From an optimization exercise on the open Yosys and OpenROAD flow, aimed at small area and a short achievable clock period; shortcuts taken in it are not production practice. In this exercise RTL edits were held to simulation tests only and were not proved equivalent to the original. No activity file was given, so power comes from the tool's default toggle rates.

== v38 ==
// PE
module PE (
    input clk,
    input rst,
    input logic [31:0] PE_in_a,
    input logic [31:0] PE_in_b,
    output logic [31:0] PE_out_r
);
Settings: LEC_CHECK=0, CAP_MARGIN=20, CORE_MARGIN=2, CORE_UTILIZATION=55, CTS_CLUSTER_DIAMETER=80, CTS_CLUSTER_SIZE=24, SLEW_MARGIN=20, TNS_END_PERCENT=30; clock period 12.0 ns.
standard.sh (not shown) runs the stock make flow with config.mk's settings and CLKGATE_MAP_FILE= SYNTH_SCRIPT=/design/flow/synth_recipe.tcl, a recipe that flattens the netlist after the stock synthesis.
==> flow/flow/run.sh <==
#!/bin/bash
set -euo pipefail
bash standard.sh finish SETUP_SLACK_MARGIN=8.4 "BUFFER_PORTS_ARGS=-buffer_cell sky130_fd_sc_hd__buf_2" SYNTH_KEEP_MODULES=fp_fa > flow.log 2>&1
v38 completed end to end with timing, DRC and antenna clean.
Input-level comparison between v11 and v38:
- TNS_END_PERCENT removed (was 30)
==> flow/flow/run.sh <==
#!/bin/bash
set -euo pipefail
bash standard.sh finish SETUP_SLACK_MARGIN=8.5 "BUFFER_PORTS_ARGS=-buffer_cell sky130_fd_sc_hd__buf_2" SYNTH_KEEP_MODULES=fp_fa > flow.log 2>&1
==> comparison <==
Diff v38 -> v11: non-clock buffer count picked up an extra 34; minimum period implied by the final worst setup slack lost 120 ps; maximum frequency picked up an extra 3.3%; part of the cycle the worst path needs lost 0.98 points. v11 vs v38 — clock insertion delay at the later pin of the skew report dropped 20 ps.
Inputs modified between v11 and v18:
- TNS_END_PERCENT now 60, previously not set
==> flow/flow/run.sh <==
#!/bin/bash
set -euo pipefail
bash standard.sh finish SETUP_SLACK_MARGIN=8.4 "BUFFER_PORTS_ARGS=-buffer_cell sky130_fd_sc_hd__buf_2" SYNTH_KEEP_MODULES=fp_fa > flow.log 2>&1
[summary]
v18 reached the end of the flow, and the finished layout is clean on the timing, DRC and antenna checks.
v18 ended with more sequential share of layout area than v11.
For die footprint, v18 and v11 come out practically identical.
From v11 to v18 the numbers moved as follows: total power now sits higher; filler-free cell count of the finished design now sits lower.
v18 against v11: internal power moved up, total non-filler cell area in the finished layout moved down, relative contribution of the clock network to total power moved up, combined global-route utilization of all metal layers moved down.

========
## red
Another version of the RTL of PE (not shown whole).
Size: ~260 flip-flops, roughly 17,000 µm² of cells after synthesis.
Settings: LEC_CHECK=0, CAP_MARGIN=20, CORE_MARGIN=2, CORE_UTILIZATION=40, SLEW_MARGIN=20; clock period 12.0 ns.
==> flow/flow/run.sh <==
#!/bin/bash
set -euo pipefail
bash standard.sh finish SETUP_SLACK_MARGIN=8.5 "BUFFER_PORTS_ARGS=-buffer_cell sky130_fd_sc_hd__buf_2" SYNTH_KEEP_MODULES=fp_fa > flow.log 2>&1
red: done, clean on timing, DRC and antenna
Modified inputs, blue compared to red
==> flow/flow/run.sh <==
#!/bin/bash
set -euo pipefail
bash standard.sh finish SETUP_SLACK_MARGIN=8.7 "BUFFER_PORTS_ARGS=-buffer_cell sky130_fd_sc_hd__buf_2" SYNTH_KEEP_MODULES=fp_fa > flow.log 2>&1
Findings:
- Reported for red and blue, number of synthesized flops with an enable pin turned out identical to the last digit.
- Wire length on met2, blue vs red: up by a few percent
- Re synthesized area: no difference whatsoever between red and blue.
- blue closes out successfully: all stages finished, all timing, DRC and antenna checks passed.
- When blue is measured against red, its clock skew turns out 0.0088 ns lower.
- Comparing red and blue, the lower part of the power in the clock network was measured on blue.
- As far as HPWL after detailed placement is concerned, red and blue perform about the same.
- In blue, the total internal power came out 0.48% below the value in red.
- Compared with red, blue shows actual slew at the worst max-slew pin lower by 0.054 ns.
- Measured against each other, red and blue differ in fraction of standard cell area that is sequential, the lower figure coming from blue.
- Compared blue against red; wire length within noise.
#### Input delta (green over blue)
# blue
export LEC_CHECK = 0
export CAP_MARGIN = 20
export CORE_MARGIN = 2
export CORE_UTILIZATION = 40
export SLEW_MARGIN = 20
create_clock -name core_clock -period 12.0 [get_ports {clk}]
# green
export LEC_CHECK = 0
export CAP_MARGIN = 20
export CORE_MARGIN = 2
export CORE_UTILIZATION = 55
export SLEW_MARGIN = 20
create_clock -name core_clock -period 12.0 [get_ports {clk}]
==> flow/flow/run.sh <==
#!/bin/bash
set -euo pipefail
bash standard.sh finish SETUP_SLACK_MARGIN=8.4 "BUFFER_PORTS_ARGS=-buffer_cell sky130_fd_sc_hd__buf_2" SYNTH_KEEP_MODULES=fp_fa > flow.log 2>&1
Notes after the runs:
- Fraction of power spent switching nets delta (green -> blue): insignificant
- Area of the placeable core for green is lower than for blue.
- Changes observed in green relative to blue: maximum clock frequency now sits lower; utilization rose by 15 points; non-clock buffering overhead in the final layout saw a decrease.
- Cmp green vs blue: number of resized instances in the post-cts repair step lower in green
- Layout overhead on the synthesized area in green is 5.1 points lower than in blue
- From blue to green the numbers moved as follows: total number of vias now smaller, final cycle utilization of the critical path now larger, post-route cell area now smaller.

========
Setup of maple:
RTL: one of the versions met above, not the one the previous note started from.
Size: about 1700 cells after synthesis, about 260 flip-flops, about 17000 sq um of cells after synthesis.
clock: 12.0 ns
lec_check: 0
cap_margin: 20
core_margin: 2
core_utilization: 55
cts_cluster_diameter: 80
cts_cluster_size: 24
slew_margin: 20
==> flow/flow/run.sh <==
#!/bin/bash
set -euo pipefail
bash standard.sh finish SETUP_SLACK_MARGIN=8.6 "BUFFER_PORTS_ARGS=-buffer_cell sky130_fd_sc_hd__buf_2" SYNTH_KEEP_MODULES=fp_fa > flow.log 2>&1
## Diff of input files: cedar against maple
- CORE_UTILIZATION now 50, was 55
==> flow/flow/run.sh <==
#!/bin/bash
set -euo pipefail
bash standard.sh finish SETUP_SLACK_MARGIN=8.4 "BUFFER_PORTS_ARGS=-buffer_cell sky130_fd_sc_hd__buf_2" SYNTH_KEEP_MODULES=fp_fa > flow.log 2>&1
### Flow results
cedar | status: complete | timing, DRC, antenna: pass
Diff maple -> cedar: maximum frequency dropped 2.4%; die height climbed 4.8%.
Setup slack in cedar is 0.087 ns below maple.
maple has a lower clock power than cedar.
Compared cedar against maple; count of multi-input combinational gates within noise.
In the reports for maple and cedar, the larger row count belongs to cedar.
[cedar vs maple] final area: lower in cedar
Setup changes, cedar to pepper
- changing CORE_UTILIZATION from 50 to 55
- setting SETUP_SLACK_MARGIN to 5 for the first time
==> flow/run.sh (new file) <==
#!/bin/bash
# synth_recipe.tcl (not shown) runs the flow's synth.tcl, then flattens the netlist and writes it again
# the make line also repeats each setting of config.mk as NAME=value (left out here)
make -C /OpenROAD-flow-scripts/flow DESIGN_CONFIG=/design/flow/config.mk WORK_HOME=/design/flow/orfs CLKGATE_MAP_FILE= SYNTH_SCRIPT=/design/flow/synth_recipe.tcl finish
removed: flow/flow/run.sh
removed: flow/standard.sh
## What came out
As of pepper, maximum operating frequency had fallen by more than 10% compared to cedar.
Run comparison: cedar timing startpoint of the critical path uut_2.sum[21]$_DFFE_PN0P_; pepper timing startpoint of the critical path uut_2.sum[19]$_DFFE_PN0P_
[compare] base=cedar new=pepper: fraction of power consumed by combinational cells saw little to no change, setup slack fell by 0.49 ns.
Timing, DRC, antenna: 0 failures across cedar and pepper
Setup changes, pepper to lagoon
- SETUP_SLACK_MARGIN removed (was 5)
==> flow/flow/run.sh (new file) <==
#!/bin/bash
set -euo pipefail
bash standard.sh finish SETUP_SLACK_MARGIN=8.4 "BUFFER_PORTS_ARGS=-buffer_cell sky130_fd_sc_hd__buf_2" SYNTH_KEEP_MODULES=fp_fa > flow.log 2>&1
==> flow/standard.sh (new file) <==
#!/bin/bash
# synth_recipe.tcl (not shown) runs the flow's synth.tcl, then flattens the netlist and writes it again
# the make line also repeats each setting of config.mk as NAME=value (left out here)
make -C /OpenROAD-flow-scripts/flow DESIGN_CONFIG=/design/flow/config.mk WORK_HOME=/design/flow/orfs CLKGATE_MAP_FILE= SYNTH_SCRIPT=/design/flow/synth_recipe.tcl "${@:-finish}"
removed: flow/run.sh
Cmp pepper and lagoon / multiplexer area fraction after synthesis / higher: pepper. Portion of total power attributed to sequential cells: lagoon higher than pepper. The lower relative area change from synthesis to final layout of pepper and lagoon is in lagoon. Compared with pepper, in lagoon final worst hold slack lower, maximum frequency higher.
> inputs changed (lagoon -> violet)
==> flow/flow/run.sh <==
#!/bin/bash
set -euo pipefail
bash standard.sh finish SETUP_SLACK_MARGIN=8.3 "BUFFER_PORTS_ARGS=-buffer_cell sky130_fd_sc_hd__buf_2" SYNTH_KEEP_MODULES=fp_fa > flow.log 2>&1
Notes after the runs:
- Result for violet and lagoon: all clean
- Between lagoon and violet, the cell area after placement does not differ in any meaningful way.
- From lagoon to violet the numbers moved as follows: number of buffers added by the clock tree synthesis step higher, combinational power went up by about 1%, total wire length after detailed routing lost about 0.44%, first-pass GRT wire length shrank by about 0.44%, hold slack grew by 0.012 ns.
- Against lagoon, cell area after layout in violet rose slightly.
- Total power: violet above lagoon
- Compared with lagoon, non-clock buffer count in violet decreased slightly.
- violet ends up with a post-place setup slack that is 0.018 ns higher than in lagoon.
- In the flow results for violet and lagoon, the minimum setup slack among reg-to-reg paths is larger on lagoon.

## static timing again, ports no longer ideal
The results above use ideal ports. As a check the final layouts listed here were re-extracted and re-timed, cells and wires unchanged.
Step 1 (the two cells are an assumption about what drives the block):
set clk [get_ports {clk}]
set_driving_cell -lib_cell sky130_fd_sc_hd__clkbuf_16 $clk
set_driving_cell -lib_cell sky130_fd_sc_hd__buf_2 [delete_from_list [all_inputs] $clk]
Step 2 adds t to the input delays and takes it off the output delays; t is the mean of the earliest and latest rising clock arrival at the registers after step 1. Input paths then give back, and output paths get back, about the clock's delay inside the block.
a / b / c = no drivers / after step 1 / after step 2; a / b = the first two.
| run | t (ns) | setup slack, ns | worst data-port slew with drivers (ns) | pins driven straight from the clock port |
|---|---|---|---|---|
| v38 | 0.579 | 8.349 / 8.295 / 8.088 | 0.04 | 1 |
| v11 | 0.560 | 8.466 / 8.415 / 8.103 | 0.04 | 1 |
| v18 | 0.562 | 8.373 / 8.318 / 8.092 | 0.03 | 1 |
| red | 0.581 | 8.500 / 8.447 / 7.958 | 0.05 | 1 |
| blue | 0.636 | 8.464 / 8.410 / 8.052 | 0.06 | 1 |
| green | 0.611 | 8.435 / 8.382 / 7.903 | 0.04 | 1 |
| maple | 0.557 | 8.522 / 8.470 / 8.103 | 0.06 | 1 |
| cedar | 0.561 | 8.435 / 8.384 / 8.067 | 0.05 | 1 |
| pepper | 0.575 | 7.942 / 7.887 / 7.616 | 0.05 | 1 |
| lagoon | 0.557 | 8.434 / 8.383 / 7.977 | 0.03 | 1 |
| violet | 0.569 | 8.359 / 8.306 / 8.066 | 0.03 | 1 |
After both steps setup and hold are still met in every run listed. For red, which loses most, drivers alone change the setup slack by -0.053 ns; drivers and shift together by -0.542 ns.
